Background: an optimization exercise with open tools, aiming at small area, a short achievable clock period and few clock cycles. Do not read the settings as production practice.
Power figures rest on the tool's default switching activity, not on a simulated workload.

Setup of run E:
==> flow/design.v <==
module fsm(
    input [15:0] dataIn,
    input R_I,
    input reset,
    input clk,
    output reg REG_ERROR,
    output [15:0] dataOut,
    output reg R_O
);
reg        sgn;
reg [11:0] mag;
wire busy = R_O | REG_ERROR;
wire s    = dataIn[15];
wire [11:0] x = dataIn[11:0];
wire err  = s ? ~&dataIn[14:11]
              : (|dataIn[14:12] | (x[11] & |x[10:0]));
wire [11:0] lo;
assign lo[0] = 1'b0;
genvar g;
generate
    for (g = 1; g < 12; g = g + 1) begin : pre
        assign lo[g] = lo[g-1] | x[g-1];
    end
endgenerate
wire [11:0] m = x ^ ({12{s}} & lo);
always @(posedge clk) begin
    sgn <= s;
    mag <= m;
    if (reset) begin
        R_O       <= 1'b0;
        REG_ERROR <= 1'b0;
    end else begin
        R_O       <= R_I & ~busy & ~err;
        REG_ERROR <= R_I & ~busy & err;
    end
end
wire        z8 = ~|mag[11:4];
wire [11:0] t8 = z8 ? {mag[3:0], 8'd0} : mag;
wire        z4 = ~|t8[11:8];
wire [11:0] t4 = z4 ? {t8[7:0], 4'd0} : t8;
wire        z2 = ~|t4[11:10];
wire [11:0] t2 = z2 ? {t4[9:0], 2'd0} : t4;
wire        z1 = ~t2[11];
wire [11:0] t1 = z1 ? {t2[10:0], 1'b0} : t2;
wire [3:0]  lz = {z8, z4, z2, z1};    
wire [4:0] e = 5'd26 - {1'b0, lz};
assign dataOut[15]    = sgn;
assign dataOut[14:10] = (&lz) ? 5'd0 : e;
assign dataOut[9:0]   = t1[10:1];
endmodule
export LEC_CHECK = 0
export ABC_AREA = 1
export CAP_MARGIN = 20
export CORE_MARGIN = 2
export CORE_UTILIZATION = 40
export SLEW_MARGIN = 20
create_clock -name core_clock -period 5.0 [get_ports {clk}]
standard.sh (not shown) runs the stock make flow with config.mk's settings and CLKGATE_MAP_FILE= SYNTH_SCRIPT=/design/flow/synth_recipe.tcl, a recipe that flattens the netlist after the stock synthesis.
==> flow/flow/run.sh <==
#!/bin/bash
# Standard ORFS layout, with plain buf_1 cells as the port buffers.
set -euo pipefail
export BUFFER_PORTS_ARGS="-buffer_cell sky130_fd_sc_hd__buf_1"
bash standard.sh finish > standard_flow.log 2>&1
Changes in run A relative to run E:
==> flow/design.v <==
module fsm(
    input [15:0] dataIn,
    input R_I,
    input reset,
    input clk,
    output reg REG_ERROR,
    output [15:0] dataOut,
    output reg R_O
);
reg        sgn, q8, q4;
reg [11:0] r4;
wire busy = R_O | REG_ERROR;
wire s    = dataIn[15];
wire [11:0] x = dataIn[11:0];
wire err  = s ? ~&dataIn[14:11]
              : (|dataIn[14:12] | (x[11] & |x[10:0]));
wire [11:0] lo;
assign lo[0] = 1'b0;
genvar g;
generate
    for (g = 1; g < 12; g = g + 1) begin : pre
        assign lo[g] = lo[g-1] | x[g-1];
    end
endgenerate
wire [11:0] m = x ^ ({12{s}} & lo);
wire        z8 = ~|m[11:4];
wire [11:0] t8 = z8 ? {m[3:0], 8'd0} : m;
wire        z4 = ~|t8[11:8];
wire [11:0] t4 = z4 ? {t8[7:0], 4'd0} : t8;
always @(posedge clk) begin
    sgn <= s;
    q8  <= z8;
    q4  <= z4;
    r4  <= t4;
    if (reset) begin
        R_O       <= 1'b0;
        REG_ERROR <= 1'b0;
    end else begin
        R_O       <= R_I & ~busy & ~err;
        REG_ERROR <= R_I & ~busy & err;
    end
end
wire        z2 = ~|r4[11:10];
wire [11:0] t2 = z2 ? {r4[9:0], 2'd0} : r4;
wire        z1 = ~t2[11];
wire [11:0] t1 = z1 ? {t2[10:0], 1'b0} : t2;
wire [3:0]  lz = {q8, q4, z2, z1};
wire [4:0]  e  = 5'd26 - {1'b0, lz};
assign dataOut = {sgn, (&lz) ? 5'd0 : e, t1[10:1]};
endmodule
### Flow results
Total power ended up 0.018 mW lower on run A than on run E.
Run E → run A: global-route usage over all layers lower; maximum clock rate climbed 0.022 GHz; time the final worst path needs with I/O delays and setup lost 0.23 ns.
Comparing run A and run E, power per cell area is lower on run A.
Run A vs. run E: sequential share of layout area rose 0.82 points; final area +120 sq um.
Run A vs run E — net total in the final layout climbed by more than 10%
Summary of run A over run E: number of buffers added to fix hold violations after cts did not really move, peak per-stage delay on the critical path went up, average instance area after synthesis went down.
Share of final-layout standard cells stronger than drive strength 1 in run A is 4.4 points below run E.
Run E ended up with combinational cells as its power group with the largest share; run A ended up with registers.
Function was not checked in any run of this note: the RTL went through the layout flow alone.

## afterwards: timing with drivers on the ports
Ports are ideal in the flow. The routed layouts listed here were re-timed in OpenROAD.
Step 1: set_driving_cell puts a clkbuf_16 on clk and a buf_2 on each other input, an assumption about the parent block.
Step 2 adds t to the input delays and takes it off the output delays; t is the mean of the earliest and latest rising clock arrival at the registers after step 1. Input paths then give back, and output paths get back, about the clock's delay inside the block.
Slacks: ideal ports / drivers / drivers and shift; pairs: ideal ports / drivers.
run	shift t [ns]	slack for setup (ns)	worst slew at a driven data input, ns
run E	0.285	1.693 / 1.674 / 1.959	0.03
run A	0.303	1.920 / 1.900 / 1.817	0.03
After both steps setup and hold are still met in every run listed. The setup slack of run A, which loses most, moves by -0.020 ns with the drivers and by -0.103 ns with both steps.
